Source: an optimization exercise on an open RTL-to-GDS flow (aim: small area). Production flows keep margins and buffers that such runs may drop.
Only simulation tests tie the RTL to the original design; equivalence was not proved.
Power figures rest on the tool's default switching activity, not on a simulated workload.

==> flow/config.mk <==
export PLATFORM = sky130hd
export DESIGN_NAME = alu
export DESIGN_NICKNAME = alu
export VERILOG_FILES = /design/flow/design.v
export SDC_FILE = /design/flow/constraint.sdc
export NUM_CORES = 4
export LEC_CHECK = 0
export CAP_MARGIN = 20
export CORE_MARGIN = 2
export CORE_UTILIZATION = 40
export SLEW_MARGIN = 20
==> flow/constraint.sdc <==
create_clock -name core_clock -period 5.0 [get_ports {clk}]
set_input_delay 1.0000 -clock core_clock [delete_from_list [all_inputs] [get_ports {clk}]]
set_output_delay 1.0000 -clock core_clock [all_outputs]
set_load 0.01 [all_outputs]
==> flow/design.v <==
module alu(clk, rst, d1,d2, op,dout );
    input clk,rst;
    input [3:0] op;
    output reg [31:0] dout;
    input [31:0] d1;
    input [31:0] d2;
    wire signed[31:0] d1s,d2s;
    reg [31:0] ones;
    reg [31:0] test;
    assign d1s = d1;
    assign d2s = d2;
always @ (posedge clk) begin
    if(rst==1'b1) begin
        dout<=32'b0;
        ones<=32'hFFFFFFFF;
    end
    else begin
        case(op)
            4'b0000 : dout<=d1+d2;
            4'b0001 : dout<=d1-d2;
            4'b0011  : dout<=d1|d2;
            4'b0100 : dout<=d1^d2;
            4'b0010 : dout<=d1&d2;
            4'b0101 : dout<=d1>>d2;
            4'b0110 : dout<=d1<<d2;
            4'b1000 : if(d1[31]==1'b1) begin  
                        dout<=( (d1>>d2) | (ones<<(31-d2)) );  
                   end
                   else begin
                        dout<=d1>>d2; 
                   end
            4'b0111 : if(d1s < d2s) dout<=32'b1; else dout <=32'b0;
            4'b1001 : if(d1 < d2) dout<=32'b1; else dout <=32'b0;
        endcase
    end
end
endmodule
==> flow/run.sh <==
#!/bin/bash
# synth_recipe.tcl (not shown) runs the flow's synth.tcl, then flattens the netlist and writes it again
# the make line also repeats each setting of config.mk as NAME=value (left out here)
make -C /OpenROAD-flow-scripts/flow DESIGN_CONFIG=/design/flow/config.mk WORK_HOME=/design/flow/orfs CLKGATE_MAP_FILE= SYNTH_SCRIPT=/design/flow/synth_recipe.tcl finish
==> flow_metrics.env <==
export IMPL_status="timing/DRC/antenna clean"
export IMPL_detail_route_antenna_nets=0
export IMPL_die_h_um=167.7
export IMPL_register_area_sq_um=640.6
export IMPL_largest_reg_flops=32
export IMPL_cts_tree="done"
export IMPL_cts_path_max_buffers=2
export IMPL_synth_area_leaders="ha_1 11%, a21oi_1 6.7%, nor2_1 6.1%, mux2i_1 6.1%, dfxtp_1 6.0%"
export IMPL_fin_crit_sh_pct=92.00
export IMPL_cts_hold_buf=0
export IMPL_grt_ovfl_total=0
export IMPL_hold_viol=0
export IMPL_cp_max_fo=5
export IMPL_syn_area_sq_um=10710
export IMPL_drv_cap=0
export IMPL_slew_headroom_pct=39.43
export IMPL_yosys_warnings=1
export IMPL_post_route_drc_count=0
export IMPL_ios=102
export IMPL_antenna_found_initial=1
export IMPL_worstSkewPairLatency_ps=290
export IMPL_tightest_slew_ps=894.4
export IMPL_rsz0062_at_grt="false"
export IMPL_cts_setup_buffers=0
export IMPL_rows=59
export IMPL_io_buffers=101
export IMPL_drtIter0Drc=2072
export IMPL_first_global_vias=12490
export IMPL_core_area_sq_um=26210
export IMPL_clock_skew_ps=0
export IMPL_area_growth_pct=18.66
export IMPL_top_register="dout"
export IMPL_totalWireLength_um=57420
export IMPL_syn_instance_count=1578
export IMPL_grt_total_usage_pct=39.58
export IMPL_cts_resized_gates=0
export IMPL_required_ps=5170
export IMPL_die_area_sq_um=28110
export IMPL_fillers=2759
export IMPL_place_area_sq_um=12530
export IMPL_htreeDepth=2
export IMPL_synth_top_area_share_pct=11.33
export IMPL_p_per_area_nw_per_um2=163.1
export IMPL_vias_per_cell=6.879
export IMPL_fmax_ghz=0.2174
export IMPL_design_area_sq_um=12710
export IMPL_critPathArrivalTime_ps=4770
export IMPL_layout_drive_gt1_share_pct=12.28
export IMPL_yosysTopAreaCell="ha_1"
export IMPL_hp_class="reg2reg"
export IMPL_setup_viol_count_final=0
export IMPL_synth_seq_cells=32
export IMPL_die_x_um=167.7
export IMPL_leakage_nw=5.069
export IMPL_slew_violations=0
export IMPL_synthFlopType="dfxtp_1"
export IMPL_synthTopCellsByCount="175 x nor2_1, 143 x a21oi_1, 131 x nand2_1, 119 x o21ai_0, 97 x ha_1"
export IMPL_syn_nets=1747
export IMPL_synth_edf_count=0
export IMPL_syn_area_per_cell_sq_um=6.789
export IMPL_clk_pin_slew_ps=70
export IMPL_ys_seq_area_share_pct=5.980
export IMPL_grt_pass1_wl_um=83630
export IMPL_multiInputGateArea_sq_um=9248
export IMPL_root_buffer="clkbuf_16"
export IMPL_synth_async_reset_ratio_pct=0
export IMPL_whs_ps=500.8
export IMPL_critPathKind="in2reg"
export IMPL_largestRegisters="dout (32)"
export IMPL_cts_buffers=5
export IMPL_wire_per_inst_um=28.52
export IMPL_place_gp_congestion=1.014
export IMPL_ir_worst_vdd_mv=0.1021
export IMPL_synth_cell_type_count=76
export IMPL_post_route_min_period_ps=4600
export IMPL_dr_pass1_iters=8
export IMPL_tns_ps=0
export IMPL_crit_path_start_kind="input port"
export IMPL_end_kind="flop"
export IMPL_vias=13850
export IMPL_dpl_hpwl_um=45380
export IMPL_synth_most_common_cell="nor2_1"
export IMPL_clkSinkCount=32
export IMPL_nets=1845
export IMPL_initial_core_util_pct=40.88
export IMPL_grt_max_degree=83
[layout make-up]
type                            instances  share of cell area (%)
Antenna cell                            1                 0.01969
Clock buffer                            7                   1.201
Clock inverter                          1                  0.2362
Inverter                               98                   2.894
Multi-Input combinational cell       1327                   72.75
Sequential cell                        32                   5.039
Tap cell                              335                   3.297
Timing Repair Buffer                  212                   14.57
[cells in the final DEF, fill, tap and decap left out, types with 20 or more instances in the layout]
cell type,synthesis,layout
nand3_1,29,29
a211oi_1,36,36
a221oi_1,35,35
xnor2_1,23,23
buf_4,0,112
clkdlybuf4s50_1,0,96
mux2i_1,65,65
o22ai_1,27,27
nor3_1,47,45
a21oi_1,143,142
inv_1,96,96
ha_1,97,97
nor2_1,175,175
nor4_1,23,23
o21ai_0,119,119
a31oi_1,28,28
mux2_2,25,25
dfxtp_1,32,32
mux4_2,27,27
o221ai_1,20,20
nand2_1,131,131
[worst max-delay path, stage by stage]
cell and delay [ps]:
clkdlybuf4s50_1 610, inv_1 100, ha_1 310, or4_1 570, or3_1 330, a21oi_1 430, nor4_1 100, buf_4 170
or3_1 400, a211oi_1 320, o21ai_0 150, a21oi_1 180, o21ai_0 100
[metrics by stage]
step / util (%) / setup slack [ps] / std cells / power [mW]
2_1_floorplan: - / 811.7 / 1578 / 1.078
3_3_place_gp: 47.80 / 195.9 / 2004 / 1.616
3_5_place_dp: 47.80 / 174.5 / 2004 / 1.613
4_1_cts: 48.50 / 462.2 / 2012 / 2.032
5_1_grt: 48.50 / 232.9 / 2012 / 2.167
6_report: 48.51 / 400.0 / 2013 / 2.073
[cells by family (layout without fill, tap and decap cells)]
| family | count (synthesis) | after routing | share of synthesized area, % |
|---|---|---|---|
| flops | 32 | 32 | 5.980 |
| compound gates | 578 | 578 | 35.73 |
| xor+xnor | 26 | 26 | 2.126 |
| buf+inv | 219 | 318 | 7.860 |
| mux | 117 | 117 | 14.38 |
| simple gates | 507 | 507 | 22.23 |
| other cells | 0 | 1 | 0 |
| fa+ha+maj | 99 | 99 | 11.70 |
[routing by layer]
| layer | GRT usage, % | part of all wire (%) | vias to the layer above |
|---|---|---|---|
| li1 | - | - | 6149 |
| met5 | 0 | 0 | - |
| met3 | 8.012 | 11 | 160 |
| met4 | 20.83 | 6.6 | 0 |
| met2 | 58.02 | 41 | 990 |
| met1 | 54.55 | 41 | 6548 |
[final timing paths]
| kind | from | to | slack [ps] | depth (start not counted) |
|---|---|---|---|---|
| min reg2reg | dout[9]$_SDFFE_PP0P_ | dout[9]$_SDFFE_PP0P_ | 500 | 2 |
| max reg2reg | dout[0]$_SDFFE_PP0P_ | dout[0]$_SDFFE_PP0P_ | 3840 | 4 |
| min | dout[9]$_SDFFE_PP0P_ | dout[9]$_SDFFE_PP0P_ | 500 | 2 |
| max | d2[11] | dout[0]$_SDFFE_PP0P_ | 400 | 13 |
[report_power, final]
part / internal, mW / total [mW] / switching (mW)
clock network: 0.264 / 0.414 / 0.151
registers: 0.282 / 0.304 / 0.0215
logic: 0.518 / 1.35 / 0.837

-- re-timing with driven ports --
How much do the figures lean on ideal ports? The routed layout below was timed once more, with nothing changed but the port constraints. Step 1 (the two cells are an assumption about what drives the block):
set clk [get_ports {clk}]
set_driving_cell -lib_cell sky130_fd_sc_hd__clkbuf_16 $clk
set_driving_cell -lib_cell sky130_fd_sc_hd__buf_2 [delete_from_list [all_inputs] $clk]
Step 2 moves the port delays by t, midway between the first and last clock arrival at a register: inputs arrive t later, outputs are due t later. That takes back most of the time a late clock gives input paths. a / b / c = ideal / step 1 / step 2; a / b = the first two.
t, ns: 0.333
setup slack, ns: 0.400 / 0.418 / 0.085
clock arrival spread, ns: 0.013 / 0.013
worst register clock-pin slew, ns: 0.07 / 0.07
worst data-port slew with drivers (ns): 0.05
After both steps this run still meets setup and hold. The setup slack of this run moves by +0.018 ns with the drivers and by -0.315 ns with both steps.
